This design comes from an exercise in tuning for small area on the open sky130 flow, not from production work. At most, simulation tests tie the RTL to the original design; equivalence was not proved. Function not checked in runs 3 and 4: the RTL went through the layout flow alone. Power figures rest on the tool's default switching activity, not on a simulated workload.

`flow/config.mk`:
```
export PLATFORM = sky130hd
export DESIGN_NAME = fb_vin_path
export DESIGN_NICKNAME = fb_vin_path
export VERILOG_FILES = /design/flow/design.v
export SDC_FILE = /design/flow/constraint.sdc
export NUM_CORES = 4
export LEC_CHECK = 0
export ABC_AREA = 1
export CAP_MARGIN = 20
export CORE_MARGIN = 2
export CORE_UTILIZATION = 40
export GPL_TIMING_DRIVEN = 0
export SLEW_MARGIN = 20
```
`flow/constraint.sdc`:
```
create_clock -name core_clock -period 8.0 [get_ports {vin_clk_i}]
set_input_delay 1.6000 -clock core_clock [delete_from_list [all_inputs] [get_ports {vin_clk_i}]]
set_output_delay 1.6000 -clock core_clock [all_outputs]
set_load 0.01 [all_outputs]
```
`flow/design.v`:
```
module fb_vin_path (
    input  logic         rstn_i,
    input  logic         vin_clk_i,
    input  logic         vin_hsync_i,
    input  logic         vin_vsync_i,
    input  logic         vin_de_i,
    input  logic         vin_ce_i,
    input  logic [7:0]   vin_r_i,
    input  logic [7:0]   vin_g_i,
    input  logic [7:0]   vin_b_i,
    input  logic [9:0]   vin_width_i,
    input  logic [8:0]   vin_height_i,
    output logic         pack_wr_o,
    output logic [127:0] pack_data_o,
    output logic [9:0]   vin_buf_start_pixel_o,
    output logic [9:0]   vin_buf_start_word_o,
    output logic [8:0]   vin_buf_line_o,
    output logic         vin_buf_data_ready_o,
    output logic         vin_buf_data_flush_o,
    output logic [9:0]   vin_line_length_o,
    output logic [1:0]   vin_frame_slot_o
);
logic       hs1, vs1;
logic [5:0] pos;         
logic       bz;          
logic [8:0] line;        
wire hs_rise  = vin_hsync_i & ~hs1;
wire vs_rise  = vin_vsync_i & ~vs1;
wire acc      = vin_de_i & vin_ce_i;
wire pos_nz   = |pos;
wire burst    = acc & (pos == 6'd47);
wire fl_next  = hs_rise & pos_nz;
wire evt      = burst | fl_next;
wire [9:0] swc = bz ? 10'd0 : vin_buf_start_word_o + 10'd9;
wire line_inc  = hs_rise & (pos_nz | (~bz & (vin_buf_start_word_o[5:0] != 6'd55)));
wire [5:0] sw6 = vin_buf_start_word_o[5:0];
wire [5:0] spo = sw6 + {sw6[4:0], 1'b0} + {sw6[2:0], 3'b000} + {sw6[0], 5'b00000};
assign vin_buf_start_pixel_o = {spo, 4'b0000};
always_ff @(posedge vin_clk_i or negedge rstn_i) begin
    if (!rstn_i) begin
        hs1 <= 1'b0;
        vs1 <= 1'b0;
        pos <= '0;
        bz <= 1'b1;
        line <= '0;
        vin_buf_start_word_o <= '0;
        vin_buf_line_o <= '0;
        vin_buf_data_ready_o <= 1'b0;
        vin_buf_data_flush_o <= 1'b0;
        vin_line_length_o <= '0;
        vin_frame_slot_o <= '0;
    end else begin
        hs1 <= vin_hsync_i;
        vs1 <= vin_vsync_i;
        vin_buf_data_ready_o <= burst;
        vin_buf_data_flush_o <= fl_next;
        if (hs_rise)
            pos <= '0;
        else if (acc)
            pos <= (pos == 6'd47) ? 6'd0 : pos + 6'd1;
        if (hs_rise)
            bz <= 1'b1;
        else if (burst)
            bz <= 1'b0;
        if (evt) begin
            vin_buf_start_word_o <= swc;
            vin_buf_line_o <= line;
        end
        if (vs_rise)
            line <= '0;
        else if (line_inc)
            line <= line + 9'd1;
        if (line_inc)
            vin_line_length_o <= swc + (pos_nz ? 10'd9 : 10'd0);
        if (vs_rise && (line == vin_height_i))
            vin_frame_slot_o <= (vin_frame_slot_o == 2'd3) ? 2'd1 : vin_frame_slot_o + 2'd1;
    end
end
logic        pw;         
logic [23:0] pix;        
logic [3:0]  align;      
logic        ovf;        
logic [15:0] ovf_data;   
logic        clr;        
wire flush_go = vin_buf_data_flush_o & (align != 4'd0);
logic [2:0] rsel;
always_comb begin
    case (align)
        4'd0, 4'd3, 4'd6, 4'd9, 4'd12, 4'd15: rsel = 3'b001;
        4'd1, 4'd4, 4'd7, 4'd10, 4'd13:       rsel = 3'b010;
        default:                              rsel = 3'b100;
    endcase
    rsel = rsel & {3{~clr}};
end
wire [23:0] lane = ({24{rsel[0]}} & pix)
                 | ({24{rsel[1]}} & {pix[15:0], pix[23:16]})
                 | ({24{rsel[2]}} & {pix[7:0], pix[23:8]});
always_ff @(posedge vin_clk_i or negedge rstn_i) begin
    if (!rstn_i) begin
        pw <= 1'b0;
        align <= '0;
        ovf <= 1'b0;
        pack_wr_o <= 1'b0;
        clr <= 1'b1;
    end else begin
        pw <= acc;
        align <= flush_go ? 4'd0 : (pw ? align + 4'd3 : align);
        ovf <= pw & (align > 4'd13);
        pack_wr_o <= (pw & (align >= 4'd13)) | flush_go;
        clr <= 1'b0;
    end
end
always_ff @(posedge vin_clk_i) begin
    pix <= {vin_r_i, vin_g_i, vin_b_i};
    ovf_data <= lane[23:8];
end
wire [3:0]  pos_lo = 4'b0001 << align[1:0];
wire [3:0]  pos_hi = (4'b0001 << align[3:2]) & {4{pw}};
wire [15:0] wpos;
genvar j;
generate
    for (j = 0; j < 16; j = j + 1) begin : g_pos
        assign wpos[j] = pos_lo[j % 4] & pos_hi[j / 4];
    end
    for (j = 0; j < 16; j = j + 1) begin : g_byte
        wire we = clr | wpos[j] | ((j >= 1) ? wpos[(j + 15) % 16] : 1'b0) | ((j >= 2) ? wpos[(j + 14) % 16] : 1'b0);
        if (j < 2) begin : g_wrap
            wire cp = ovf & (align > j);
            always_ff @(posedge vin_clk_i) begin
                if (cp)
                    pack_data_o[j*8 +: 8] <= ovf_data[j*8 +: 8];
                else if (we)
                    pack_data_o[j*8 +: 8] <= lane[(j%3)*8 +: 8];
            end
        end else begin : g_plain
            always_ff @(posedge vin_clk_i) begin
                if (we)
                    pack_data_o[j*8 +: 8] <= lane[(j%3)*8 +: 8];
            end
        end
    end
endgenerate
endmodule
```
`flow/flow/run.sh`:
```
#!/bin/bash
# The standard layout (standard.sh) with three changes:
#  - synthesis is synth_recipe.tcl unchanged except that ABC maps the logic
#    with flow/abc_area_map.script (area-oriented amap) instead of ORFS's
#    abc_area.script; registers are mapped before ABC, so they are the same;
#  - the port buffers use the smallest buffer cell;
#  - clock tree synthesis uses clkbuf_8 leaf buffers on clusters of up to
#    15 registers, without dummy loads.
# All of ORFS's output goes to standard.log in this folder.
set -o pipefail
HERE=$(pwd)
{
  head -n 1 synth_recipe.tcl
  cat <<'EOT'
proc abc {args} {
  set i [lsearch $args -script]
  if {$i >= 0} { set args [lreplace $args [expr {$i + 1}] [expr {$i + 1}] $::env(FLOW_ABC_SCRIPT)] }
  yosys abc {*}$args
}
EOT
  tail -n +2 synth_recipe.tcl
} > flow_synth.tcl
sed "s#SYNTH_SCRIPT=[^ ]*#SYNTH_SCRIPT=$HERE/flow_synth.tcl#" standard.sh > flow_standard.sh
export FLOW_ABC_SCRIPT="$HERE/flow/abc_area_map.script"
export BUFFER_PORTS_ARGS="-buffer_cell sky130_fd_sc_hd__buf_1"
export CTS_ARGS="-sink_clustering_enable -repair_clock_nets -dont_use_dummy_load -buf_list {sky130_fd_sc_hd__clkbuf_8} -sink_clustering_size 15 -sink_clustering_max_diameter 60"
bash flow_standard.sh > standard.log 2>&1
```
`flow/flow/abc_area_map.script`:
```
strash
dc2
dch -f
amap -m
topo
```
`flow/standard.sh`:
```
#!/bin/bash
# synth_recipe.tcl (not shown) runs the flow's synth.tcl, then flattens the netlist and writes it again
# the make line also repeats each setting of config.mk as NAME=value (left out here)
make -C /OpenROAD-flow-scripts/flow DESIGN_CONFIG=/design/flow/config.mk WORK_HOME=/design/flow/orfs CLKGATE_MAP_FILE= SYNTH_SCRIPT=/design/flow/synth_recipe.tcl "${@:-finish}"
```
==> results by group, run 1 <==
Synth
  – Post-synthesis share of cell area spent on full adders, half adders and majority gates: 3.417%
  – Fraction of synthesized cell area in xor and xnor cells: less than 1%
  – Multiplexer fraction of the synthesized cell area: 0%
  – Synth Area in Simple Gates: under 10%
  – Combinational family with the most area after synthesis: compound AO/OA/AOI/OAI gates
  – Sequential area share after synthesis: about three quarters
  – Unique cell type count in the Yosys netlist: 40
  – Post-synthesis compound-gate area fraction: between 10% and 20%
  – Number of instances in the synthesized netlist: ~610
  – Total of warnings raised by yosys: 1
  – Mean instance size in the synthesized netlist: approximately 14 µm²
  – Number of synthesized flops with an enable pin: 128
  – Number of synthesized register bits: around 230
  – Ys flop type: sky130_fd_sc_hd__edfxtp_1
  – Total standard cell area after synthesis: 8349 µm²
  – Ys async rst share: about a quarter

Placement
  – Number of cells after detailed placement: around 1100
  – Quantity of I/O buffers inserted on ports: ~210
  – Final weighted congestion of routability-driven global placement: 0.7565
  – Detailed-placement wirelength estimate: 14.14 mm
  – Worst setup slack after placement: between 3 and 4 ns

Timing
  – Final Skew: about 0.042 ns
  – Tmin final: between 4 and 5 ns
  – Total setup violations reported at the end of the flow: 0
  – Fmax: ~220 MHz
  – Setup repair after global routing missed its margin: false
  – Hold Vio Cnt, Final: 0
  – Final max-slew violation count: 0
  – Final critical-path setup slack: around 3.4 ns
  – Worst hold slack across all endpoints: roughly 0.5 ns
  – Final sum of negative setup slack: 0 ns
  – Slew at the pin closest to its max-slew limit: between 0.9 and 1 ns
  – Worst slew margin: between 30% and 40%
  – Portion of the clock cycle consumed by the worst path in the final layout: 57.71%

Routing
  – Count of TritonRoute iterations in the first routing pass: 6
  – Detailed-route via count: ~5700
  – Remaining antenna violation count after routing: 0
  – Final routed wirelength across all metal layers: approximately 19 mm
  – Detailed router's first-iteration violation count: 407
  – Routed WL per cell: between 15 and 20 µm
  – Vias per Instance: approximately 5.1
  – Number of remaining DRC errors: 0

Floorplan
  – Core region area: 20360 µm²
  – Starting Density: 41.00%
  – # IOs: 221
  – Horizontal die dimension: 148.5 µm
  – Die footprint: 22040 µm²
  – Floorplan row count: 52
  – Chip height: 148.5 µm

Clock network
  – Maximum level of the CTS H-tree: 1
  – Cell at the root of the clock tree: sky130_fd_sc_hd__clkbuf_8
  – Quantity of hold-fixing buffers added after cts: 0
  – Clock latency of the later-clocked register in the worst-skew pair: approximately 0.52 ns
  – Clock transition at the registers of the reported paths: 0.08 ns
  – Setup Buffers After CTS: 0
  – Count of cells resized by post-cts repair: 0
  – CTS tree: yes
  – Max Root-Sink Buffers: 3
  – Cts bufs inserted: 20
  – CTS sink cnt: between 200 and 250

Setup path
  – Critical-path maximum fanout: 9
  – Req. time, crit path: ~6.4 ns
  – Worst Setup Path Type: reg2out
  – Crit. End Element: output port
  – Cell-by-cell listing of the critical path: fa_1 > ha_1 > ha_1 > clkinv_1 > fa_1 > o31ai_1 > nand2_1 > o21ai_0 > buf_1
  – Critical Path Max Stage Delay: around 0.52 ns
  – Arrival time reported for the critical path endpoint: slightly above 3 ns
  – Cell with the largest stage delay on the worst path: sky130_fd_sc_hd__fa_1
  – Crit start category: flop

Cells and area
  – Area growth from synthesis to layout: 18.10%
  – Number of nets in the final layout: 923
  – Diode count: 0
  – Post-route non-filler standard cell count: roughly 1100
  – Fraction of final layout cells with drive strength greater than 1: about 4.6%

Run status
  – Status: complete, no violations

Run
  – Count of maximum capacitance violations: 0

GRT
  – Antenna violations before repair: 0
  – Global route total overflow: 0
  – Pin count of the biggest net entering global routing: 30
  – Number of global-route vias before repair: 5295
  – First-pass GRT wire length: a little under 30 mm
  – Total Routing Usage GR: approximately 17%

Pwr
  – Power per standard cell area: 340.6 nW/µm²
  – Leakage dissipation: approximately 3.6 nW
  – Worst-case vdd ir drop: approximately 0.11 mV

Worst hold path
  – Path category of the worst min-delay check: reg2reg
flip-flops by register name, summed over array words and instances (netlist names), 2 cells and up:
register,count
vin_buf_line_o,9
pos,6
vin_frame_slot_o,2
line,9
ovf_data,16
pix,24
vin_line_length_o,10
vin_buf_start_word_o,10
align,4
pack_data_o,128
synthesized netlist by cell type, drive strengths merged, types with 4 or more instances:
master	number	area [µm²]
edfxtp	128	3844
dfxtp	40	800.8
nand3	7	35.03
o21a	4	30.03
o21ai	54	270.3
a211oi	8	60.06
clkinv	68	255.2
or3	4	25.02
a222oi	24	240.2
dfrtp	57	1426
ha	18	225.2
a22o	5	43.79
buf	5	37.54
or2	5	31.28
o22ai	10	62.56
nand2	50	187.7
nor3	9	45.04
nor2b	4	25.02
nor2	45	168.9
o221a	4	45.04
a21oi	26	130.1
o22a	4	35.03
logic make-up after synthesis:
kind of cell | after synthesis
xor gates and xnor gates | 1
buffers and inverters | 73
other | 1
DFF | 227
and+or+nand+nor | 130
adders and majority gates | 21
AOI/OAI and AO/OA | 159
placed cells by master, fill, tap and decap left out, types with 3 or more instances in the layout:
master / n
sky130_fd_sc_hd__a211oi_1: 8
sky130_fd_sc_hd__a21oi_1: 26
sky130_fd_sc_hd__a222oi_1: 24
sky130_fd_sc_hd__a22o_1: 5
sky130_fd_sc_hd__a311oi_1: 3
sky130_fd_sc_hd__and3_1: 3
sky130_fd_sc_hd__buf_1: 205
sky130_fd_sc_hd__buf_4: 11
sky130_fd_sc_hd__clkbuf_8: 20
sky130_fd_sc_hd__clkinv_1: 68
sky130_fd_sc_hd__conb_1: 5
sky130_fd_sc_hd__dfrtp_1: 57
sky130_fd_sc_hd__dfxtp_1: 40
sky130_fd_sc_hd__edfxtp_1: 128
sky130_fd_sc_hd__fa_1: 3
sky130_fd_sc_hd__ha_1: 18
sky130_fd_sc_hd__nand2_1: 50
sky130_fd_sc_hd__nand3_1: 7
sky130_fd_sc_hd__nor2_1: 44
sky130_fd_sc_hd__nor2b_1: 4
sky130_fd_sc_hd__nor3_1: 9
sky130_fd_sc_hd__o211ai_1: 3
sky130_fd_sc_hd__o21a_1: 4
sky130_fd_sc_hd__o21ai_0: 46
sky130_fd_sc_hd__o21ai_1: 8
sky130_fd_sc_hd__o221a_1: 4
sky130_fd_sc_hd__o22a_1: 4
sky130_fd_sc_hd__o22ai_1: 10
sky130_fd_sc_hd__or2_0: 5
sky130_fd_sc_hd__or3_1: 4
worst max-delay path, delay by kind of cell (launching register included):
kind / cells / cell delay (ns)
AOI/OAI and AO/OA: 2 / 0.33
adders and majority gates: 4 / 1.38
buffers and inverters: 2 / 0.24
DFF: 1 / 0.50
and+or+nand+nor: 1 / 0.07
power by group:
group	switching, mW	internal (mW)
registers	0.125	1.74
logic	0.670	0.255
clock network	0.340	0.224
layout make-up:
type,count,area [µm²]
buffer,5,37.54
clock buffer,20,275.3
fill,1902,10500
inverter,68,255.2
multi-input combinational,316,1957
sequential,227,6123
tap,270,337.8
timing repair buffer,215,874.6
path summary, 6_finish.rpt:
kind                                         startpoint                       end  slack, ns  depth (start not counted)
worst min-delay path               vin_line_length_o[6]      vin_line_length_o[6]       0.49                          2
worst max-delay path            vin_buf_start_word_o[0]  vin_buf_start_pixel_o[9]       3.38                          9
max in group asynchronous                        rstn_i                        bz       6.43                          3
min in group asynchronous                        rstn_i         vin_buf_line_o[8]       0.89                          1
worst max register to register                   pos[0]                   line[8]       4.53                         13
worst min register to register     vin_line_length_o[6]      vin_line_length_o[6]       0.49                          2
metrics by stage:
step	instance area [µm²]	utilization [%]	power, mW
final	9861	48.42	3.359
after global routing	9861	48.42	3.563
after CTS	9861	48.42	3.400
after detailed placement	9585	47.07	2.831
after global placement	9475	46.53	2.805
after floorplan	8364	-	2.391
routing by layer:
metal  up-vias  part of all wire (%)  GRT usage (%)
met2       218                    46          28.10
met1      2682                    43          23.15
met4         0                   2.7          4.857
li1       2739                     -              -
met3        35                   8.2          4.540
met5         -                     0              0
==> run 2: changes to the inputs <==
--- a/flow/config.mk
+++ b/flow/config.mk
@@ -9,5 +9,4 @@
 export CAP_MARGIN = 20
 export CORE_MARGIN = 2
 export CORE_UTILIZATION = 40
-export GPL_TIMING_DRIVEN = 0
 export SLEW_MARGIN = 20
==> run 2 against run 1 <==
  * Clock power down 3%
  * Sequential power hardly changed
  * Still clean
  * Critical endpoint unchanged
  * Critical path depth unchanged
  * Highest routed layer unchanged
==> results by group, run 2 <==
Synth
  – Most area-hungry cell type in the Yosys netlist: sky130_fd_sc_hd__edfxtp_1
  – Most numerous cell types in the synthesized netlist: 128 x sky130_fd_sc_hd__edfxtp_1, 68 x sky130_fd_sc_hd__clkinv_1, 57 x sky130_fd_sc_hd__dfrtp_1
  – Ys flop type: sky130_fd_sc_hd__edfxtp_1
  – Ys async rst share: 25.99%
  – Unique cell type count in the Yosys netlist: 40
  – Number of synthesized flops with an enable pin: 128
  – Total standard cell area after synthesis: roughly 8300 µm²
  – Total of warnings raised by yosys: 1
  – Sequential area share after synthesis: roughly 73%
  – Mean instance size in the synthesized netlist: roughly 14 µm²
  – Share of Yosys cell area claimed by the top area cell type: between 40% and 50%
  – Number of instances in the synthesized netlist: between 600 and 700
  – Dominant cells by area after synthesis: sky130_fd_sc_hd__edfxtp_1 46%, sky130_fd_sc_hd__dfrtp_1 17%, sky130_fd_sc_hd__dfxtp_1 9.6%
  – Number of synthesized register bits: 227
  – Library cell with the highest instance count after synthesis: sky130_fd_sc_hd__edfxtp_1

Pwr
  – Leakage dissipation: 3.595 nW
  – Power per standard cell area: around 340 nW/µm²
  – Sequential share of power: 56.1%
  – Part of the power in combinational logic: ~28%
  – Clock power frac: ~17%
  – Worst-case vdd ir drop: ~0.12 mV
  – Net switching power: between 1 and 1.5 mW
  – Fraction of power spent switching nets: 33.61%
  – P_int: between 2 and 2.5 mW

Routing
  – Detailed router's first-iteration violation count: around 330
  – Vias per Instance: about 5.0
  – Count of TritonRoute iterations in the first routing pass: 6
  – Detailed-route via count: 5593
  – Remaining antenna violation count after routing: 0
  – Number of remaining DRC errors: 0
  – Final routed wirelength across all metal layers: 18.94 mm
  – Routed WL per cell: 16.94 µm

Timing
  – Final max-slew violation count: 0
  – Final sum of negative setup slack: 0 ns
  – Total setup violations reported at the end of the flow: 0
  – Final Skew: roughly 0.033 ns
  – Worst slew margin: around two fifths
  – Setup repair after global routing missed its margin: false
  – Tmin final: about 4.6 ns
  – Slew at the pin closest to its max-slew limit: between 0.9 and 1 ns
  – Fmax: roughly 220 MHz
  – Hold Vio Cnt, Final: 0
  – Portion of the clock cycle consumed by the worst path in the final layout: 57.22%

GRT
  – Number of global-route vias before repair: around 5200
  – Total Routing Usage GR: between 15 and 20%
  – Antenna violations before repair: 0
  – Global route total overflow: 0
  – First-pass GRT wire length: about 29 mm
  – Pin count of the biggest net entering global routing: 60

Clock network
  – Setup Buffers After CTS: 0
  – Cell at the root of the clock tree: sky130_fd_sc_hd__clkbuf_8
  – CTS sink cnt: around 230
  – Maximum level of the CTS H-tree: 1
  – Clock transition at the registers of the reported paths: roughly 0.070 ns
  – Clock latency of the later-clocked register in the worst-skew pair: approximately 0.52 ns
  – CTS tree: yes
  – Max Root-Sink Buffers: 3
  – Cts bufs inserted: 19
  – Count of cells resized by post-cts repair: 0
  – Quantity of hold-fixing buffers added after cts: 0

Cells and area
  – Reg with most FFs: pack_data_o
  – Area growth from synthesis to layout: 17.20%
  – Max reg flops: about 130
  – Commonest non-fill, non-tap cell in the layout: sky130_fd_sc_hd__buf_1
  – Fraction of the core area covered by cells at the end of the flow: between 40% and 50%
  – Largest registers ranked by flip-flop count: pack_data_o: 128 flops, pix: 24 flops, ovf_data: 16 flops
  – Fraction of final layout cells with drive strength greater than 1: a little under 4%
  – Commonest non-fill, non-tap cells in the layout: 205 x sky130_fd_sc_hd__buf_1, 128 x sky130_fd_sc_hd__edfxtp_1, 68 x sky130_fd_sc_hd__clkinv_1, 57 x sky130_fd_sc_hd__dfrtp_1, 54 x sky130_fd_sc_hd__o21ai_0
  – Number of nets in the final layout: 919

Placement
  – Detailed-placement wirelength estimate: 13.36 mm
  – Quantity of I/O buffers inserted on ports: around 210
  – Final weighted congestion of routability-driven global placement: between 0.7 and 0.8

Setup path
  – Req. time, crit path: roughly 6.4 ns
  – Critical-path maximum fanout: 9
  – Arrival time reported for the critical path endpoint: 2.98 ns
  – Crit start category: flop
  – Worst Setup Path Type: reg2out
  – Crit. End Element: output port

Worst hold path
  – Path category of the worst min-delay check: reg2reg

Floorplan
  – # IOs: 221
  – Core region area: a little over 20000 µm²
  – Floorplan row count: 52
  – Starting Density: 41.00%
  – Chip height: between 100 and 150 µm
  – Horizontal die dimension: ~150 µm
  – Die footprint: approximately 22000 µm²

Run status
  – Status: complete, no violations

Run
  – Count of maximum capacitance violations: 0
==> run 2: cell counts after synthesis <==
Identical to the previous run, type by type.
==> run 2: layout make-up <==
type / instances / area (µm²)
Tap cell: 270 / 337.8
Antenna cell: 1 / 2.502
Clock buffer: 19 / 261.5
Timing Repair Buffer: 217 / 857.1
Inverter: 68 / 255.2
Sequential cell: 227 / 6123
Multi-Input combinational cell: 316 / 1948
Fill cell: 1901 / 10580
==> run 2: worst max-delay path: stages (launching register included) <==
cell	delay [ns]
sky130_fd_sc_hd__dfrtp_1	0.50
sky130_fd_sc_hd__fa_1	0.51
sky130_fd_sc_hd__ha_1	0.29
sky130_fd_sc_hd__ha_1	0.14
sky130_fd_sc_hd__clkinv_1	0.07
sky130_fd_sc_hd__fa_1	0.40
sky130_fd_sc_hd__o31ai_1	0.26
sky130_fd_sc_hd__nand2_1	0.07
sky130_fd_sc_hd__o21ai_0	0.07
sky130_fd_sc_hd__buf_1	0.17
==> run 2: worst paths after layout <==
kind	from	endpoint	slack [ns]	depth (start not counted)
max	vin_buf_start_word_o[0]	vin_buf_start_pixel_o[9]	3.42	9
min in group asynchronous	rstn_i	align[0]	1.23	2
max reg2reg	align[0]	pack_data_o[48]	5.04	7
min reg2reg	vin_buf_line_o[4]	vin_buf_line_o[4]	0.48	2
min	vin_buf_line_o[4]	vin_buf_line_o[4]	0.48	2
max in group asynchronous	rstn_i	vin_buf_start_word_o[8]	6.26	2
==> run 2: per-layer routing <==
metal,part of all wire [%],vias up,GRT usage (%)
met5,0,-,0
met4,3.1,0,4.762
met3,8.3,38,4.264
met2,45,224,26.46
met1,43,2602,23.59
li1,-,2729,-
==> run 2: through the flow <==
step / area (µm²) / setup WS (ns) / std cells / total power [mW] / hold slack (ns)
4_1_cts: 9783 / 3.368 / 1117 / 3.370 / 0.4838
5_1_grt: 9783 / 3.195 / 1117 / 3.541 / 0.4965
3_5_place_dp: 9522 / 3.814 / 1098 / 2.821 / 0.4680
3_3_place_gp: 9522 / 3.896 / 1098 / 2.812 / 0.4621
6_report: 9786 / 3.422 / 1118 / 3.329 / 0.4832
2_1_floorplan: 8364 / 4.105 / 616 / 2.391 / 0.4667
==> run 2: power by group through the flow <==
stage	sequential (mW)	clock, mW	combinational, mW
final	1.87	0.549	0.914
after global routing	1.90	0.618	1.02
after CTS	1.87	0.570	0.929
after detailed placement	1.89	0	0.926
after global placement	1.89	0	0.921
after floorplan	2.05	0	0.341
==> run 2: kinds of logic (layout without fill, tap and decap cells) <==
family | after synthesis | in the layout | synth area share (%)
compound gates | 159 | 159 | 12.92
xor+xnor | 1 | 1 | 0.1049
fa+ha+maj | 21 | 21 | 3.417
buf+inv | 73 | 304 | 3.507
flops | 227 | 227 | 73.34
other cells | 1 | 6 | 0.04491
simple gates | 130 | 130 | 6.668
==> run 3: changes to the inputs <==
--- a/flow/design.v
+++ b/flow/design.v
@@ -32,6 +32,9 @@
 wire fl_next  = hs_rise & pos_nz;
 wire evt      = burst | fl_next;
 wire [9:0] swc = bz ? 10'd0 : vin_buf_start_word_o + 10'd9;
+wire [9:0] sw_next = evt ? swc : vin_buf_start_word_o;
+logic [9:0] len9;
+assign vin_line_length_o = len9 + 10'd9;
 wire line_inc  = hs_rise & (pos_nz | (~bz & (vin_buf_start_word_o[5:0] != 6'd55)));
 wire [5:0] sw6 = vin_buf_start_word_o[5:0];
 wire [5:0] spo = sw6 + {sw6[4:0], 1'b0} + {sw6[2:0], 3'b000} + {sw6[0], 5'b00000};
@@ -47,7 +50,7 @@
         vin_buf_line_o <= '0;
         vin_buf_data_ready_o <= 1'b0;
         vin_buf_data_flush_o <= 1'b0;
-        vin_line_length_o <= '0;
+        len9 <= 10'h3f7;
         vin_frame_slot_o <= '0;
     end else begin
         hs1 <= vin_hsync_i;
@@ -62,8 +65,8 @@
             bz <= 1'b1;
         else if (burst)
             bz <= 1'b0;
+        vin_buf_start_word_o <= sw_next;
         if (evt) begin
-            vin_buf_start_word_o <= swc;
             vin_buf_line_o <= line;
         end
         if (vs_rise)
@@ -71,7 +74,7 @@
         else if (line_inc)
             line <= line + 9'd1;
         if (line_inc)
-            vin_line_length_o <= swc + (pos_nz ? 10'd9 : 10'd0);
+            len9 <= sw_next;
         if (vs_rise && (line == vin_height_i))
             vin_frame_slot_o <= (vin_frame_slot_o == 2'd3) ? 2'd1 : vin_frame_slot_o + 2'd1;
     end
--- a/flow/config.mk
+++ b/flow/config.mk
@@ -6,7 +6,7 @@
 export NUM_CORES = 4
 export LEC_CHECK = 0
 export ABC_AREA = 1
-export CAP_MARGIN = 20
+export CAP_MARGIN = 5
 export CORE_MARGIN = 2
 export CORE_UTILIZATION = 40
-export SLEW_MARGIN = 20
+export SLEW_MARGIN = 5
==> run 3 against run 2 <==
  * Largest power group unchanged
  * Global-route usage shrank 0.64 points
  * Die area decreased by 0.28%
  * Setup slack worse by 0.25 ns
  * Largest cell class unchanged
  * Hold slack better by 0.0084 ns
==> results by group, run 3 <==
Run status
  – Status: complete, no violations

Pwr
  – Power per standard cell area: 333.5 nW/µm²
  – Worst-case vdd ir drop: ~0.11 mV
  – Overall power of the completed layout: 3.256 mW
  – Fraction of power spent switching nets: 33.01%
  – P_int: around 2.2 mW
  – Sequential share of power: about 56%
  – Leakage dissipation: 3.568 nW
  – Part of the power in combinational logic: between 20% and 30%
  – Net switching power: 1.075 mW
  – Clock power frac: 17.2%

Clock network
  – Setup Buffers After CTS: 0
  – Cell at the root of the clock tree: sky130_fd_sc_hd__clkbuf_8
  – Count of cells resized by post-cts repair: 0
  – Maximum level of the CTS H-tree: 1
  – CTS sink cnt: between 200 and 250
  – Clock transition at the registers of the reported paths: 0.08 ns
  – Quantity of hold-fixing buffers added after cts: 0
  – CTS tree: yes
  – Clock latency of the later-clocked register in the worst-skew pair: 0.51 ns
  – Cts bufs inserted: 20
  – Max Root-Sink Buffers: 3

Routing
  – Routed WL per cell: about 16 µm
  – Final routed wirelength across all metal layers: around 18 mm
  – Number of remaining DRC errors: 0
  – Vias per Instance: just under 5
  – Remaining antenna violation count after routing: 0
  – Detailed router's first-iteration violation count: 347
  – Count of TritonRoute iterations in the first routing pass: 8
  – Detailed-route via count: around 5500

GRT
  – Met2 Use GR: 25.65%
  – Pin count of the biggest net entering global routing: 60
  – Antenna violations before repair: 0
  – Total Routing Usage GR: between 10% and 20%
  – First-pass GRT wire length: 27.56 mm
  – Met3 capacity usage during global routing: 4.294%
  – Number of global-route vias before repair: between 5000 and 6000
  – Fraction of met1 tracks used by global routing: 22.10%
  – Most heavily used metal layer in global routing: met2
  – Global route total overflow: 0

Synth
  – Share of Yosys cell area claimed by the top area cell type: a little under half
  – Sequential area share after synthesis: between 70% and 80%
  – Number of synthesized flops with an enable pin: 128
  – Number of synthesized register bits: 227
  – Most numerous cell types in the synthesized netlist: 128 x sky130_fd_sc_hd__edfxtp_1, 78 x sky130_fd_sc_hd__clkinv_1, 58 x sky130_fd_sc_hd__o21ai_0
  – Ys flop type: sky130_fd_sc_hd__edfxtp_1
  – Mean instance size in the synthesized netlist: about 14 µm²
  – Dominant cells by area after synthesis: sky130_fd_sc_hd__edfxtp_1 46%, sky130_fd_sc_hd__dfrtp_1 14%, sky130_fd_sc_hd__dfxtp_1 9.6%
  – Total of warnings raised by yosys: 1
  – Total standard cell area after synthesis: roughly 8300 µm²
  – Unique cell type count in the Yosys netlist: 39
  – Ys async rst share: 25.99%
  – Most area-hungry cell type in the Yosys netlist: sky130_fd_sc_hd__edfxtp_1
  – Library cell with the highest instance count after synthesis: sky130_fd_sc_hd__edfxtp_1
  – Number of instances in the synthesized netlist: approximately 610

Setup path
  – Worst R2R Path Depth: 12
  – Crit start category: flop
  – Arrival time reported for the critical path endpoint: 3.23 ns
  – Worst setup slack for register-to-register paths: around 4.6 ns
  – Critical-path maximum fanout: 6
  – Worst Setup Path Type: reg2out
  – Crit. End Element: output port
  – Req. time, crit path: about 6.4 ns
  – R2R Path End: line[8]
  – Reg-to-reg critical path startpoint: vin_buf_start_word_o[0]

Placement
  – Quantity of I/O buffers inserted on ports: between 200 and 250
  – Detailed-placement wirelength estimate: 13.10 mm
  – Final weighted congestion of routability-driven global placement: around 0.82
  – Worst setup slack after placement: ~3.6 ns

Cells and area
  – Area growth from synthesis to layout: 17.30%
  – Commonest non-fill, non-tap cells in the layout: 205 x sky130_fd_sc_hd__buf_1, 128 x sky130_fd_sc_hd__edfxtp_1, 78 x sky130_fd_sc_hd__clkinv_1, 58 x sky130_fd_sc_hd__o21ai_0, 51 x sky130_fd_sc_hd__nand2_1
  – Diode count: 0
  – Largest registers ranked by flip-flop count: pack_data_o: 128 flops, pix: 24 flops, ovf_data: 16 flops
  – Reg with most FFs: pack_data_o
  – Max reg flops: 128
  – Fillcell total: 1864
  – Commonest non-fill, non-tap cell in the layout: sky130_fd_sc_hd__buf_1
  – Fraction of final layout cells with drive strength greater than 1: just under 5%
  – Number of nets in the final layout: between 900 and 1000

Timing
  – Setup repair after global routing missed its margin: false
  – Worst slew margin: roughly two fifths
  – Portion of the clock cycle consumed by the worst path in the final layout: 60.38%
  – Slew at the pin closest to its max-slew limit: around 0.9 ns
  – Tmin final: between 4 and 5 ns
  – Final Skew: between 0.02 and 0.03 ns
  – Hold Vio Cnt, Final: 0
  – Total setup violations reported at the end of the flow: 0
  – Final max-slew violation count: 0
  – Fmax: about 210 MHz
  – Final critical-path setup slack: approximately 3.2 ns
  – Worst hold slack across all endpoints: 0.4916 ns
  – Final sum of negative setup slack: 0 ns

Floorplan
  – Die footprint: around 22000 µm²
  – Floorplan row count: between 50 and 60
  – Starting Density: roughly 41%
  – # IOs: about 220
  – Chip height: 148.3 µm
  – Horizontal die dimension: between 100 and 150 µm
  – Core region area: roughly 20000 µm²

Worst hold path
  – Path category of the worst min-delay check: reg2reg
  – Hold Startpoint: vin_buf_line_o[5]
  – Sink of the worst hold path: vin_buf_line_o[5]
  – Cell count of the worst hold path: 2

Run
  – Count of maximum capacitance violations: 0
==> run 3: changes by cell type in the layout (fill, tap and decap cells not counted), moves of 3 or more <==
cell and change:
sky130_fd_sc_hd__a21oi_1 -6, sky130_fd_sc_hd__o211ai_1 -3, sky130_fd_sc_hd__a211oi_1 +3, sky130_fd_sc_hd__o21ai_0 +4
sky130_fd_sc_hd__a22o_1 -4, sky130_fd_sc_hd__a22oi_1 +3, sky130_fd_sc_hd__clkinv_1 +10, sky130_fd_sc_hd__dfrtp_1 -9
sky130_fd_sc_hd__dfstp_2 +9, sky130_fd_sc_hd__nor2_1 -5
==> run 3: cell type report <==
cell class	count	area [µm²]	area share [%]
multi-input combinational	305	1876	19.21
inverter	78	292.8	2.998
tap	270	337.8	3.459
sequential	227	6135	62.82
timing repair buffer	216	849.6	8.700
clock buffer	20	275.3	2.819
==> run 3: cells by family (layout without fill, tap and decap cells) <==
family	Yosys count	after routing	share of synthesized area (%)
adder cells (fa/ha/maj)	20	20	3.276
AND/OR/NAND/NOR	126	126	6.537
flip-flops	227	227	73.69
other	1	5	0.04504
buffers and inverters	83	314	3.968
AO/OA/AOI/OAI	152	152	12.28
XOR/XNOR	2	2	0.2104
==> run 3: critical path, stage by stage, from the launching register on <==
cell,delay [ns]
sky130_fd_sc_hd__dfrtp_1,0.46
sky130_fd_sc_hd__clkinv_1,0.13
sky130_fd_sc_hd__fa_1,0.55
sky130_fd_sc_hd__clkinv_1,0.06
sky130_fd_sc_hd__ha_1,0.32
sky130_fd_sc_hd__fa_1,0.44
sky130_fd_sc_hd__a21oi_1,0.22
sky130_fd_sc_hd__xor2_1,0.20
sky130_fd_sc_hd__nor2_1,0.05
sky130_fd_sc_hd__a21oi_1,0.14
sky130_fd_sc_hd__buf_1,0.17
==> run 3: power by group through the flow <==
stage	combinational (mW)	sequential (mW)	clock, mW
after detailed placement	0.874	1.86	0
after CTS	0.876	1.84	0.592
after floorplan	0.319	2.01	0
after global placement	0.869	1.86	0
final	0.863	1.83	0.559
after global routing	0.958	1.87	0.632
==> run 3: routing by layer <==
layer	wire length, µm	vias to the layer above
met2	8106	227
met4	429	0
li1	-	2694
met5	0	-
met1	8102	2595
met3	1700	28
==> run 3: metrics by stage <==
step                cell area (µm²)  utilization [%]  instances
floorplan                      8341                -        615
finish                         9766            48.11       1116
global placement               9490            46.75       1096
CTS                            9766            48.11       1116
detailed placement             9490            46.75       1096
global route                   9766            48.11       1116
==> run 3: how the worst max path moves through the flow <==
stage / startpoint / end / depth (start not counted)
2_1_floorplan: vin_buf_start_word_o[1] / vin_buf_start_pixel_o[9] / 9
3_3_place_gp: vin_buf_start_word_o[0] / vin_buf_start_pixel_o[9] / 9
3_5_place_dp: vin_buf_start_word_o[1] / vin_buf_start_pixel_o[9] / 10
4_1_cts: vin_buf_start_word_o[1] / vin_buf_start_pixel_o[9] / 10
5_1_grt: vin_buf_start_word_o[1] / vin_buf_start_pixel_o[9] / 10
6_report: vin_buf_start_word_o[1] / vin_buf_start_pixel_o[9] / 10
==> run 4: changes to the inputs <==
--- a/flow/config.mk
+++ b/flow/config.mk
@@ -6,7 +6,8 @@
 export NUM_CORES = 4
 export LEC_CHECK = 0
 export ABC_AREA = 1
-export CAP_MARGIN = 5
+export CAP_MARGIN = 20
 export CORE_MARGIN = 2
-export CORE_UTILIZATION = 40
-export SLEW_MARGIN = 5
+export CORE_UTILIZATION = 60
+export PLACE_DENSITY = 0.75
+export SLEW_MARGIN = 20
==> run 4 against run 3 <==
  * First-iteration DRC count grew 43%
  * Sequential power is essentially flat
  * Power grew 0.11%
  * Final cell count shrank 8.2%
  * Area after synthesis is the same
  * Synthesized cell count is the same
  * Via count grew 4.9%
  * Register-to-register slack lost 0.02 ns
==> results by group, run 4 <==
Run status
  – Status: complete, no violations

Setup path
  – Arrival time reported for the critical path endpoint: approximately 3.2 ns
  – Buffering stage count on the worst path with inverters included: 3
  – Reg-to-reg critical path startpoint: vin_buf_start_word_o[0]
  – Critical Path Max Stage Delay: approximately 0.55 ns
  – Req. time, crit path: ~6.4 ns
  – Family of cells with the greatest summed delay on the critical path: adder cells
  – Cell-by-cell listing of the critical path: clkinv_1 > fa_1 > clkinv_1 > ha_1 > fa_1 > a21oi_1 > xor2_1 > nor2_1 > a21oi_1 > buf_1
  – Crit path launch: vin_buf_start_word_o[1]
  – Crit. End Element: output port
  – Cell with the largest stage delay on the worst path: sky130_fd_sc_hd__fa_1
  – Worst Setup Path Type: reg2out
  – Critical-path maximum fanout: 6
  – Crit start category: flop

Synth
  – Library cell with the highest instance count after synthesis: sky130_fd_sc_hd__edfxtp_1
  – Most area-hungry cell type in the Yosys netlist: sky130_fd_sc_hd__edfxtp_1
  – Post-synthesis share of cell area spent on full adders, half adders and majority gates: ~3.3%
  – Number of instances in the synthesized netlist: just over 600
  – Ys flop type: sky130_fd_sc_hd__edfxtp_1
  – Unique cell type count in the Yosys netlist: 39
  – Number of synthesized register bits: about 230
  – Sequential area share after synthesis: between 70% and 80%
  – Number of synthesized flops with an enable pin: 128
  – Dominant cells by area after synthesis: sky130_fd_sc_hd__edfxtp_1 46%, sky130_fd_sc_hd__dfrtp_1 14%, sky130_fd_sc_hd__dfxtp_1 9.6%
  – Combinational family with the most area after synthesis: compound AO/OA/AOI/OAI gates
  – Fraction of synthesized cell area in xor and xnor cells: 0.2104%
  – Ys async rst share: 25.99%
  – Synth Area in Simple Gates: between 6 and 7%
  – Post-synthesis compound-gate area fraction: 12.28%
  – Total standard cell area after synthesis: around 8300 µm²
  – Share of Yosys cell area claimed by the top area cell type: 46.17%
  – Most numerous cell types in the synthesized netlist: 128 x sky130_fd_sc_hd__edfxtp_1, 78 x sky130_fd_sc_hd__clkinv_1, 58 x sky130_fd_sc_hd__o21ai_0
  – Total of warnings raised by yosys: 1
  – Multiplexer fraction of the synthesized cell area: 0%
  – Mean instance size in the synthesized netlist: approximately 14 µm²

Floorplan
  – Die footprint: about 15000 µm²
  – Floorplan row count: 43
  – Core region area: about 14000 µm²
  – Starting Density: between 60% and 70%
  – Horizontal die dimension: roughly 120 µm
  – # IOs: about 220
  – Chip height: 121.8 µm

Placement
  – Number of cells after detailed placement: approximately 1000
  – Final weighted congestion of routability-driven global placement: 0.8779
  – Detailed-placement wirelength estimate: between 10 and 15 mm
  – Quantity of I/O buffers inserted on ports: 206

Run
  – Count of maximum capacitance violations: 0

Worst hold path
  – Hold Startpoint: vin_buf_line_o[3]
  – Path category of the worst min-delay check: reg2reg

Clock network
  – Count of cells resized by post-cts repair: 0
  – Cell at the root of the clock tree: sky130_fd_sc_hd__clkbuf_8
  – Setup Buffers After CTS: 0
  – Cts bufs inserted: 19
  – Clock transition at the registers of the reported paths: 0.09 ns
  – Clock latency of the later-clocked register in the worst-skew pair: ~0.50 ns
  – CTS sink cnt: ~230
  – Max Root-Sink Buffers: 3
  – Maximum level of the CTS H-tree: 1
  – Quantity of hold-fixing buffers added after cts: 0
  – CTS tree: yes

Cells and area
  – Max reg flops: 128
  – Post-route non-filler standard cell count: slightly above 1000
  – Fillcell total: 984
  – Largest registers ranked by flip-flop count: pack_data_o: 128 flops, pix: 24 flops, ovf_data: 16 flops
  – Reg with most FFs: pack_data_o
  – Commonest non-fill, non-tap cells in the layout: 205 x sky130_fd_sc_hd__buf_1, 128 x sky130_fd_sc_hd__edfxtp_1, 78 x sky130_fd_sc_hd__clkinv_1, 58 x sky130_fd_sc_hd__o21ai_0, 51 x sky130_fd_sc_hd__nand2_1
  – Fraction of final layout cells with drive strength greater than 1: under 10%
  – Diode count: 0
  – Fraction of the core area covered by cells at the end of the flow: 70.26%
  – FF+latch area: about 6000 µm²
  – Combined area of the multi-input logic cells: between 1500 and 2000 µm²
  – Commonest non-fill, non-tap cell in the layout: sky130_fd_sc_hd__buf_1
  – Area growth from synthesis to layout: 15.78%
  – Number of nets in the final layout: between 900 and 1000

Pwr
  – Part of the power in combinational logic: between 20% and 30%
  – Power per standard cell area: around 340 nW/µm²
  – Sequential share of power: ~57%
  – Net switching power: 1.087 mW
  – Fraction of power spent switching nets: approximately 33%
  – Overall power of the completed layout: approximately 3.3 mW
  – Leakage dissipation: between 3 and 4 nW
  – Worst-case vdd ir drop: ~0.13 mV
  – Clock power frac: 16.8%
  – P_int: ~2.2 mW

Routing
  – Detailed router's first-iteration violation count: 495
  – Remaining antenna violation count after routing: 0
  – Vias per Instance: about 5.7
  – Number of remaining DRC errors: 0
  – Routed WL per cell: 18.00 µm
  – Final routed wirelength across all metal layers: ~18 mm
  – Detailed-route via count: 5815
  – Count of TritonRoute iterations in the first routing pass: 7

Timing
  – Final Skew: 0.02259 ns
  – Fmax: 207.4 MHz
  – Setup repair after global routing missed its margin: false
  – Final max-slew violation count: 0
  – Hold Vio Cnt, Final: 0
  – Final sum of negative setup slack: 0 ns
  – Portion of the clock cycle consumed by the worst path in the final layout: between 60% and 70%
  – Total setup violations reported at the end of the flow: 0
  – Slew at the pin closest to its max-slew limit: 0.9743 ns
  – Tmin final: slightly below 5 ns
  – Worst slew margin: between 30% and 40%

GRT
  – First-pass GRT wire length: 27.99 mm
  – Global route total overflow: 0
  – Total Routing Usage GR: about a quarter
  – Number of global-route vias before repair: around 5400
  – Pin count of the biggest net entering global routing: 60
  – Antenna violations before repair: 0
-- run 4: worst paths after layout --
check | to | cells past startpoint | slack (ns)
worst min register to register | vin_buf_line_o[3] | 2 | 0.49
worst max register to register | line[8] | 11 | 4.59
max in group asynchronous | vin_buf_line_o[5] | 2 | 6.26
worst max-delay path | vin_buf_start_pixel_o[9] | 10 | 3.18
min in group asynchronous | vin_buf_start_word_o[2] | 2 | 1.24
worst min-delay path | vin_buf_line_o[3] | 2 | 0.49
-- run 4: worst register-to-register path: stages (launching register included) --
cell,delay (ns)
sky130_fd_sc_hd__dfrtp_1,0.57
sky130_fd_sc_hd__ha_1,0.22
sky130_fd_sc_hd__nand2_1,0.07
sky130_fd_sc_hd__or3_1,0.40
sky130_fd_sc_hd__a31oi_1,0.54
sky130_fd_sc_hd__clkinv_1,0.60
sky130_fd_sc_hd__and3_1,0.37
sky130_fd_sc_hd__nand2_1,0.09
sky130_fd_sc_hd__nor2_1,0.05
sky130_fd_sc_hd__nand2_1,0.08
sky130_fd_sc_hd__nor2_1,0.06
sky130_fd_sc_hd__a311oi_1,0.25
-- run 4: final cells by class --
class	instances	share of cell area (%)
Inverter	78	3.037
Clock buffer	19	2.713
Timing Repair Buffer	216	8.814
Sequential cell	227	63.64
Multi-Input combinational cell	305	19.46
Tap cell	180	2.336
-- run 4: metal layers --
metal  global-route usage [%]  wire length [µm]
met1                    32.39              7350
met2                    43.23              9259
met3                    3.230              1373
met4                    7.902               467
met5                        0                 0
-- run 4: through the flow --
step / worst slack (ns) / area, µm² / hold slack (ns)
2_1_floorplan: 3.883 / 8341 / 0.4630
3_3_place_gp: 3.731 / 9378 / 0.4669
3_5_place_dp: 3.682 / 9378 / 0.4768
4_1_cts: 3.132 / 9639 / 0.4972
5_1_grt: 2.923 / 9639 / 0.5259
6_report: 3.179 / 9639 / 0.4920
-- run 4: kinds of logic after synthesis --
logic type      after synthesis
flops                       227
fa+ha+maj                    20
buf+inv                      83
other cells                   1
simple gates                126
compound gates              152
xor+xnor                      2
-- run 4: power groups by stage --
stage / combinational (mW) / sequential, mW / clock [mW]
5_1_grt: 0.946 / 1.88 / 0.603
6_report: 0.862 / 1.85 / 0.546
3_3_place_gp: 0.839 / 1.86 / 0
2_1_floorplan: 0.319 / 2.01 / 0
4_1_cts: 0.862 / 1.85 / 0.555
3_5_place_dp: 0.860 / 1.88 / 0
==> run 5: changes to the inputs <==
--- a/flow/design.v
+++ b/flow/design.v
@@ -82,9 +82,9 @@
 logic        pw;         
 logic [23:0] pix;        
 logic [3:0]  align;      
-logic        ovf;        
 logic [15:0] ovf_data;   
 logic        clr;        
+wire ovf = pack_wr_o & (align[3:2] == 2'b00) & (align[1] ^ align[0]);
 wire flush_go = vin_buf_data_flush_o & (align != 4'd0);
 logic [2:0] rsel;
 always_comb begin
@@ -102,13 +102,11 @@
     if (!rstn_i) begin
         pw <= 1'b0;
         align <= '0;
-        ovf <= 1'b0;
         pack_wr_o <= 1'b0;
         clr <= 1'b1;
     end else begin
         pw <= acc;
         align <= flush_go ? 4'd0 : (pw ? align + 4'd3 : align);
-        ovf <= pw & (align > 4'd13);
         pack_wr_o <= (pw & (align >= 4'd13)) | flush_go;
         clr <= 1'b0;
     end
==> run 5 against run 4 <==
  * Maximum frequency up 3.5%
  * Via count down 1.1%
  * Setup slack better by 0.16 ns
  * Clock-buffer cell count unchanged
  * Critical endpoint unchanged
==> results by group, run 5 <==
Run status
  – Status: complete, no violations

Synth
  – Dominant cells by area after synthesis: sky130_fd_sc_hd__edfxtp_1 46%, sky130_fd_sc_hd__dfrtp_1 14%, sky130_fd_sc_hd__dfxtp_1 9.7%
  – Ys async rst share: between 20% and 30%
  – Library cell with the highest instance count after synthesis: sky130_fd_sc_hd__edfxtp_1
  – Unique cell type count in the Yosys netlist: 41
  – Number of synthesized register bits: about 230
  – Total of warnings raised by yosys: 1
  – Mean instance size in the synthesized netlist: about 14 µm²
  – Sequential area share after synthesis: about three quarters
  – Share of Yosys cell area claimed by the top area cell type: 46.33%
  – Ys flop type: sky130_fd_sc_hd__edfxtp_1
  – Most area-hungry cell type in the Yosys netlist: sky130_fd_sc_hd__edfxtp_1
  – Total standard cell area after synthesis: between 8000 and 9000 µm²
  – Number of instances in the synthesized netlist: roughly 600
  – Most numerous cell types in the synthesized netlist: 128 x sky130_fd_sc_hd__edfxtp_1, 75 x sky130_fd_sc_hd__clkinv_1, 54 x sky130_fd_sc_hd__o21ai_0
  – Number of synthesized flops with an enable pin: about 130

Pwr
  – Part of the power in combinational logic: roughly 27%
  – Clock power frac: 16.6%
  – Sequential share of power: 56.5%
  – Leakage dissipation: between 3 and 4 nW
  – Worst-case vdd ir drop: roughly 0.13 mV
  – P_int: 2.178 mW
  – Fraction of power spent switching nets: 33.21%
  – Power per standard cell area: 339.1 nW/µm²
  – Net switching power: around 1.1 mW

Worst hold path
  – Sink of the worst hold path: vin_buf_line_o[8]
  – Cell count of the worst hold path: 2
  – Path category of the worst min-delay check: reg2reg
  – Hold Startpoint: vin_buf_line_o[8]

Cells and area
  – Area growth from synthesis to layout: 15.93%
  – Fraction of final layout cells with drive strength greater than 1: 5.089%
  – Commonest non-fill, non-tap cell in the layout: sky130_fd_sc_hd__buf_1
  – Fillcell total: between 900 and 1000
  – Commonest non-fill, non-tap cells in the layout: 205 x sky130_fd_sc_hd__buf_1, 128 x sky130_fd_sc_hd__edfxtp_1, 75 x sky130_fd_sc_hd__clkinv_1, 54 x sky130_fd_sc_hd__o21ai_0, 50 x sky130_fd_sc_hd__nand2_1
  – Max reg flops: between 100 and 150
  – Largest registers ranked by flip-flop count: pack_data_o: 128 flops, pix: 24 flops, ovf_data: 16 flops
  – Diode count: 0
  – Reg with most FFs: pack_data_o
  – Number of nets in the final layout: 917

Timing
  – Total setup violations reported at the end of the flow: 0
  – Portion of the clock cycle consumed by the worst path in the final layout: just under 60%
  – Final sum of negative setup slack: 0 ns
  – Hold Vio Cnt, Final: 0
  – Fmax: about 210 MHz
  – Final max-slew violation count: 0
  – Final critical-path setup slack: 3.342 ns
  – Slew at the pin closest to its max-slew limit: 1.086 ns
  – Setup repair after global routing missed its margin: false
  – Final Skew: roughly 0.031 ns
  – Tmin final: 4.658 ns
  – Worst slew margin: between 20% and 30%

GRT
  – Met2 Use GR: a little over two fifths
  – Total Routing Usage GR: 24.81%
  – Fraction of met1 tracks used by global routing: around a third
  – Number of global-route vias before repair: about 5600
  – Antenna violations before repair: 0
  – Most heavily used metal layer in global routing: met2
  – Global route total overflow: 0
  – Pin count of the biggest net entering global routing: 59
  – First-pass GRT wire length: 28.40 mm
  – Met3 capacity usage during global routing: ~6.0%

Routing
  – Detailed router's first-iteration violation count: 462
  – Remaining antenna violation count after routing: 0
  – Detailed-route via count: between 5000 and 6000
  – Routed WL per cell: roughly 18 µm
  – Vias per Instance: between 5 and 6
  – Number of remaining DRC errors: 0
  – Final routed wirelength across all metal layers: between 15 and 20 mm
  – Count of TritonRoute iterations in the first routing pass: 7

Placement
  – Detailed-placement wirelength estimate: ~13 mm
  – Quantity of I/O buffers inserted on ports: between 200 and 250
  – Final weighted congestion of routability-driven global placement: ~0.90
  – Worst setup slack after placement: 3.766 ns

Setup path
  – R2R Path End: len9[9]
  – Crit. End Element: output port
  – Cell with the largest stage delay on the worst path: sky130_fd_sc_hd__fa_1
  – Reg-to-reg critical path startpoint: pos[0]
  – Req. time, crit path: about 6.4 ns
  – Critical-path maximum fanout: 10
  – Worst Setup Path Type: reg2out
  – Cell-by-cell listing of the critical path: fa_1 > ha_1 > ha_1 > fa_1 > a21oi_1 > nor2_1 > a21oi_1 > buf_1
  – Crit start category: flop
  – Family of cells with the greatest summed delay on the critical path: adder cells
  – Critical Path Max Stage Delay: roughly 0.55 ns
  – Arrival time reported for the critical path endpoint: slightly above 3 ns
  – Buffering stage count on the worst path with inverters included: 1
  – Worst setup slack for register-to-register paths: 4.96 ns
  – Worst R2R Path Depth: 12

Run
  – Count of maximum capacitance violations: 0

Floorplan
  – Core region area: around 13000 µm²
  – Chip height: 121.6 µm
  – # IOs: around 220
  – Starting Density: 62.16%
  – Horizontal die dimension: 121.6 µm
  – Die footprint: about 15000 µm²
  – Floorplan row count: 42

Clock network
  – Quantity of hold-fixing buffers added after cts: 0
  – Clock latency of the later-clocked register in the worst-skew pair: about 0.5 ns
  – Max Root-Sink Buffers: 3
  – Count of cells resized by post-cts repair: 0
  – Clock transition at the registers of the reported paths: about 0.09 ns
  – Cts bufs inserted: 19
  – CTS tree: yes
  – Cell at the root of the clock tree: sky130_fd_sc_hd__clkbuf_8
  – CTS sink cnt: about 230
  – Setup Buffers After CTS: 0
  – Maximum level of the CTS H-tree: 1
==> run 5: changes by cell type after synthesis, sizes merged, moves of 2 or more <==
cell    delta
a21oi      +8
clkinv     -3
nor2       +5
o21a       -2
o21ai      -4
==> run 5: per-stage QoR <==
| stage | instance area (µm²) | utilization [%] | hold slack [ns] | std cells | total power, mW |
|---|---|---|---|---|---|
| detailed placement | 9356 | 70.10 | 0.4682 | 1002 | 2.750 |
| global placement | 9356 | 70.10 | 0.4632 | 1002 | 2.709 |
| floorplan | 8312 | - | 0.4630 | 614 | 2.346 |
| CTS | 9618 | 72.06 | 0.4889 | 1021 | 3.281 |
| finish | 9618 | 72.06 | 0.4882 | 1021 | 3.261 |
| global route | 9618 | 72.06 | 0.4931 | 1021 | 3.440 |
==> run 5: layout make-up <==
cell class	count	area, µm²	area share [%]
well taps	176	220.2	2.290
multi-input cells	308	1888	19.63
clock buffers	19	261.5	2.719
repair buffers	217	857.1	8.911
flip-flops and latches	226	6110	63.52
inverters	75	281.5	2.927
==> run 5: power by group through the flow <==
stage	Clock (mW)	Combinational, mW	Sequential (mW)
after detailed placement	0	0.878	1.87
after global placement	0	0.855	1.85
after CTS	0.555	0.879	1.85
final	0.541	0.876	1.84
after global routing	0.596	0.966	1.88
after floorplan	0	0.328	2.02
==> run 5: cell families after synthesis <==
group	Yosys count	synth area share (%)
buffers and inverters	80	3.846
AO/OA/AOI/OAI	153	12.32
AND/OR/NAND/NOR	128	6.606
XOR/XNOR	1	0.1056
other	1	0.04520
adder cells (fa/ha/maj)	21	3.438
flip-flops	226	73.64
==> run 5: worst max-delay path by stage <==
stage | startpoint | end | slack (ns) | cells past startpoint
finish | vin_buf_start_word_o[0] | vin_buf_start_pixel_o[9] | 3.34 | 8
global route | vin_buf_start_word_o[0] | vin_buf_start_pixel_o[9] | 3.21 | 8
CTS | vin_buf_start_word_o[0] | vin_buf_start_pixel_o[9] | 3.32 | 8
detailed placement | vin_hsync_i | line[8] | 3.77 | 14
global placement | vin_hsync_i | line[8] | 3.87 | 14
floorplan | vin_buf_start_word_o[1] | vin_buf_start_pixel_o[9] | 4.07 | 8
==> run 5: metal layers <==
layer  part of all wire (%)  wire (µm)  vias to the layer above
met4                    2.1        380                        0
met3                    9.8       1791                       34
met5                      0          0                        -
met1                     39       7046                     2741
li1                       -          -                     2697
met2                     49       9017                      279
==> run 5: worst reg2reg max path, delay by kind of cell, from the launching register on <==
family	cells	cell delay, ns
buf+inv	2	0.37
flops	1	0.41
compound gates	3	0.57
fa+ha+maj	1	0.22
simple gates	6	1.41
==> run 6: changes to the inputs <==
--- a/flow/flow/run.sh
+++ b/flow/flow/run.sh
@@ -2,7 +2,9 @@
 # The standard layout (standard.sh) with three changes:
 #  - synthesis is synth_recipe.tcl unchanged except that ABC maps the logic
 #    with flow/abc_area_map.script (area-oriented amap) instead of ORFS's
-#    abc_area.script; registers are mapped before ABC, so they are the same;
+#    abc_area.script, and does not use the weak _0 cells that have the same
+#    area as their _1 versions; registers are mapped before ABC, so they
+#    are the same;
 #  - the port buffers use the smallest buffer cell;
 #  - clock tree synthesis uses clkbuf_8 leaf buffers on clusters of up to
 #    15 registers, without dummy loads.
@@ -15,6 +17,7 @@
 proc abc {args} {
   set i [lsearch $args -script]
   if {$i >= 0} { set args [lreplace $args [expr {$i + 1}] [expr {$i + 1}] $::env(FLOW_ABC_SCRIPT)] }
+  foreach c {o21ai_0 a21boi_0 and2_0 or2_0 o311ai_0} { lappend args -dont_use sky130_fd_sc_hd__$c }
   yosys abc {*}$args
 }
 EOT
==> run 6 against run 5 <==
  * Global-route usage decreased by 0.55 points
  * Maximum frequency is 0.46% higher
  * Synthesized cell count is the same
  * Largest cell class unchanged
  * Clock power about the same
  * Area after synthesis unchanged
  * Utilization down 0.45 points
  * Critical path depth unchanged
  * First-iteration DRC count up 24%
  * Register-to-register slack worse by 0.02 ns
  * Largest power group unchanged
  * Die area unchanged
  * Combinational power is essentially flat
  * Sequential share of layout area up 0.40 points
==> results by group, run 6 <==
Synth
  – Unique cell type count in the Yosys netlist: 41
  – Combinational family with the most area after synthesis: compound AO/OA/AOI/OAI gates
  – Mean instance size in the synthesized netlist: 13.60 µm²
  – Share of Yosys cell area claimed by the top area cell type: a little under half
  – Fraction of synthesized cell area in xor and xnor cells: less than 1%
  – Multiplexer fraction of the synthesized cell area: 0%
  – Sequential area share after synthesis: 73.64%
  – Number of synthesized register bits: about 230
  – Ys flop type: sky130_fd_sc_hd__edfxtp_1
  – Dominant cells by area after synthesis: sky130_fd_sc_hd__edfxtp_1 46%, sky130_fd_sc_hd__dfrtp_1 14%, sky130_fd_sc_hd__dfxtp_1 9.7%
  – Synth Area in Simple Gates: 6.605%
  – Post-synthesis compound-gate area fraction: 12.32%
  – Total standard cell area after synthesis: ~8300 µm²
  – Most area-hungry cell type in the Yosys netlist: sky130_fd_sc_hd__edfxtp_1
  – Number of instances in the synthesized netlist: 610
  – Library cell with the highest instance count after synthesis: sky130_fd_sc_hd__edfxtp_1
  – Most numerous cell types in the synthesized netlist: 128 x sky130_fd_sc_hd__edfxtp_1, 75 x sky130_fd_sc_hd__clkinv_1, 54 x sky130_fd_sc_hd__o21ai_1
  – Post-synthesis share of cell area spent on full adders, half adders and majority gates: 3.438%
  – Ys async rst share: between 20% and 30%
  – Number of synthesized flops with an enable pin: between 100 and 150
  – Total of warnings raised by yosys: 1

Cells and area
  – Fraction of final layout cells with drive strength greater than 1: ~4.2%
  – Combined area of the multi-input logic cells: about 1900 µm²
  – Number of nets in the final layout: slightly above 900
  – Diode count: 0
  – Largest registers ranked by flip-flop count: pack_data_o: 128 flops, pix: 24 flops, ovf_data: 16 flops
  – Reg with most FFs: pack_data_o
  – Area growth from synthesis to layout: 15.20%
  – FF+latch area: between 6000 and 7000 µm²
  – Commonest non-fill, non-tap cells in the layout: 205 x sky130_fd_sc_hd__buf_1, 128 x sky130_fd_sc_hd__edfxtp_1, 75 x sky130_fd_sc_hd__clkinv_1, 54 x sky130_fd_sc_hd__o21ai_1, 50 x sky130_fd_sc_hd__nand2_1
  – Fraction of the core area covered by cells at the end of the flow: a little under three quarters
  – Fillcell total: 960
  – Commonest non-fill, non-tap cell in the layout: sky130_fd_sc_hd__buf_1
  – Max reg flops: roughly 130

Setup path
  – R2R Path End: len9[9]
  – Critical Path Max Stage Delay: around 0.53 ns
  – Worst Setup Path Type: reg2out
  – Cell with the largest stage delay on the worst path: sky130_fd_sc_hd__fa_1
  – Crit start category: flop
  – Arrival time reported for the critical path endpoint: ~3 ns
  – Critical-path maximum fanout: 10
  – Crit. End Element: output port
  – Reg-to-reg critical path startpoint: pos[0]
  – Req. time, crit path: 6.40 ns
  – Cell-by-cell listing of the critical path: fa_1 > ha_1 > ha_1 > fa_1 > a21oi_1 > nor2_1 > a21oi_1 > buf_1
  – Family of cells with the greatest summed delay on the critical path: adder cells
  – Buffering stage count on the worst path with inverters included: 1
  – Worst setup slack for register-to-register paths: just under 5 ns
  – Worst R2R Path Depth: 12

GRT
  – Pin count of the biggest net entering global routing: 59
  – Number of global-route vias before repair: about 5400
  – Antenna violations before repair: 0
  – Total Routing Usage GR: approximately a quarter
  – Global route total overflow: 0
  – First-pass GRT wire length: between 20 and 30 mm

Run
  – Count of maximum capacitance violations: 0

Pwr
  – Power per standard cell area: between 300 and 400 nW/µm²
  – Leakage dissipation: around 3.5 nW
  – Worst-case vdd ir drop: 0.1433 mV

Floorplan
  – Core region area: 13350 µm²
  – # IOs: between 200 and 250
  – Chip height: about 120 µm
  – Die footprint: 14780 µm²
  – Horizontal die dimension: approximately 120 µm
  – Starting Density: around 62%
  – Floorplan row count: 42

Worst hold path
  – Hold Startpoint: vin_buf_line_o[8]
  – Path category of the worst min-delay check: reg2reg
  – Sink of the worst hold path: vin_buf_line_o[8]
  – Cell count of the worst hold path: 2

Timing
  – Total setup violations reported at the end of the flow: 0
  – Final max-slew violation count: 0
  – Worst hold slack across all endpoints: roughly 0.5 ns
  – Worst slew margin: approximately 28%
  – Portion of the clock cycle consumed by the worst path in the final layout: a little under 60%
  – Tmin final: between 4 and 5 ns
  – Fmax: between 200 and 250 MHz
  – Slew at the pin closest to its max-slew limit: approximately 1.1 ns
  – Setup repair after global routing missed its margin: false
  – Final sum of negative setup slack: 0 ns
  – Hold Vio Cnt, Final: 0
  – Final Skew: 0.03279 ns

Clock network
  – Clock transition at the registers of the reported paths: around 0.09 ns
  – Quantity of hold-fixing buffers added after cts: 0
  – Clock latency of the later-clocked register in the worst-skew pair: roughly 0.49 ns
  – Cts bufs inserted: 19
  – Cell at the root of the clock tree: sky130_fd_sc_hd__clkbuf_8
  – Setup Buffers After CTS: 0
  – Maximum level of the CTS H-tree: 1
  – Count of cells resized by post-cts repair: 0
  – Max Root-Sink Buffers: 3
  – CTS sink cnt: approximately 230
  – CTS tree: yes

Routing
  – Number of remaining DRC errors: 0
  – Detailed router's first-iteration violation count: 574
  – Detailed-route via count: around 5800
  – Vias per Instance: ~5.7
  – Routed WL per cell: 17.95 µm
  – Remaining antenna violation count after routing: 0
  – Final routed wirelength across all metal layers: between 15 and 20 mm
  – Count of TritonRoute iterations in the first routing pass: 9

Placement
  – Detailed-placement wirelength estimate: 13.11 mm
  – Final weighted congestion of routability-driven global placement: 0.8920
  – Quantity of I/O buffers inserted on ports: approximately 200

Run status
  – Status: complete, no violations
run 6: changes by cell type in the layout (fill, tap and decap cells not counted), sizes merged:
cell,change
buf,-8
run 6: worst reg2reg max path, cell delays in order, from the launching register on:
cell                       delay (ns)
sky130_fd_sc_hd__dfrtp_1         0.41
sky130_fd_sc_hd__ha_1            0.22
sky130_fd_sc_hd__nand3_1         0.13
sky130_fd_sc_hd__nor4b_1         0.60
sky130_fd_sc_hd__nor2_1          0.11
sky130_fd_sc_hd__buf_4           0.23
sky130_fd_sc_hd__clkinv_1        0.14
sky130_fd_sc_hd__nand3_1         0.11
sky130_fd_sc_hd__nor2_1          0.19
sky130_fd_sc_hd__and3_1          0.23
sky130_fd_sc_hd__a21oi_1         0.07
sky130_fd_sc_hd__a311oi_1        0.34
sky130_fd_sc_hd__o22a_1          0.21
run 6: where the power goes:
part | total, mW | internal, mW | switching (mW)
sequential | 1.85 | 1.73 | 0.126
combinational | 0.877 | 0.239 | 0.638
clock | 0.542 | 0.213 | 0.328
run 6: worst max path at each step:
stage / start / endpoint / slack, ns / cells after the start
after CTS: vin_buf_start_word_o[0] / vin_buf_start_pixel_o[9] / 3.34 / 8
after global routing: vin_buf_start_word_o[1] / vin_buf_start_pixel_o[9] / 3.16 / 9
final: vin_buf_start_word_o[0] / vin_buf_start_pixel_o[9] / 3.36 / 8
after detailed placement: vin_hsync_i / line[8] / 3.79 / 14
after global placement: vin_hsync_i / line[8] / 3.82 / 14
after floorplan: vin_hsync_i / len9[9] / 4.05 / 10
run 6: cell type report:
class	count	share of cell area [%]
Sequential cell	226	63.92
Multi-Input combinational cell	308	19.75
Timing Repair Buffer	209	8.339
Inverter	75	2.945
Clock buffer	19	2.736
Tap cell	176	2.304
run 6: cells by family after synthesis:
family / count (synthesis)
compound gates: 153
fa+ha+maj: 21
simple gates: 128
xor+xnor: 1
buf+inv: 80
flops: 226
other cells: 1
run 6: metal layers:
layer | share of wire, % | up-vias | track usage [%]
li1 | - | 2696 | -
met1 | 39 | 2772 | 31.29
met2 | 50 | 284 | 42.13
met3 | 9.2 | 34 | 5.243
met4 | 2.2 | 0 | 6.609
met5 | 0 | - | 0
run 6: through the flow:
step,cells,instance area [µm²],setup slack [ns],total power [mW]
floorplan,614,8312,4.051,2.357
global route,1013,9558,3.162,3.449
finish,1013,9558,3.363,3.271
detailed placement,994,9296,3.786,2.757
CTS,1013,9558,3.339,3.290
global placement,994,9296,3.816,2.716

[separate check: timing with driven ports]
In the flow no input, the clock included, has a driving cell. The finished layouts below were timed again as built, in two steps.
Step 1 assumes that a clkbuf_16 drives the clock port and a buf_2 every other input.
Step 2, shift: input delay + t, output delay - t, t = (earliest + latest rising clock arrival at the registers) / 2. This alone moves slack from input paths to output paths.
Three values: ideal ports, drivers, drivers and shift; two values: the first two.
run	t (ns)	setup slack, ns	worst setup path after step 2	clock arrival spread, ns
run 1	0.534	3.383 / 3.343 / 3.618	input to register	0.043 / 0.043
run 2	0.540	3.422 / 3.385 / 3.870	input to register	0.033 / 0.032
run 3	0.538	3.169 / 3.128 / 3.666	register to output	0.027 / 0.027
run 4	0.530	3.179 / 3.143 / 3.673	register to output	0.024 / 0.024
run 5	0.516	3.342 / 3.303 / 3.807	input to register	0.031 / 0.031
run 6	0.514	3.363 / 3.325 / 3.767	input to register	0.033 / 0.033
After both steps every run listed still meets setup and hold.
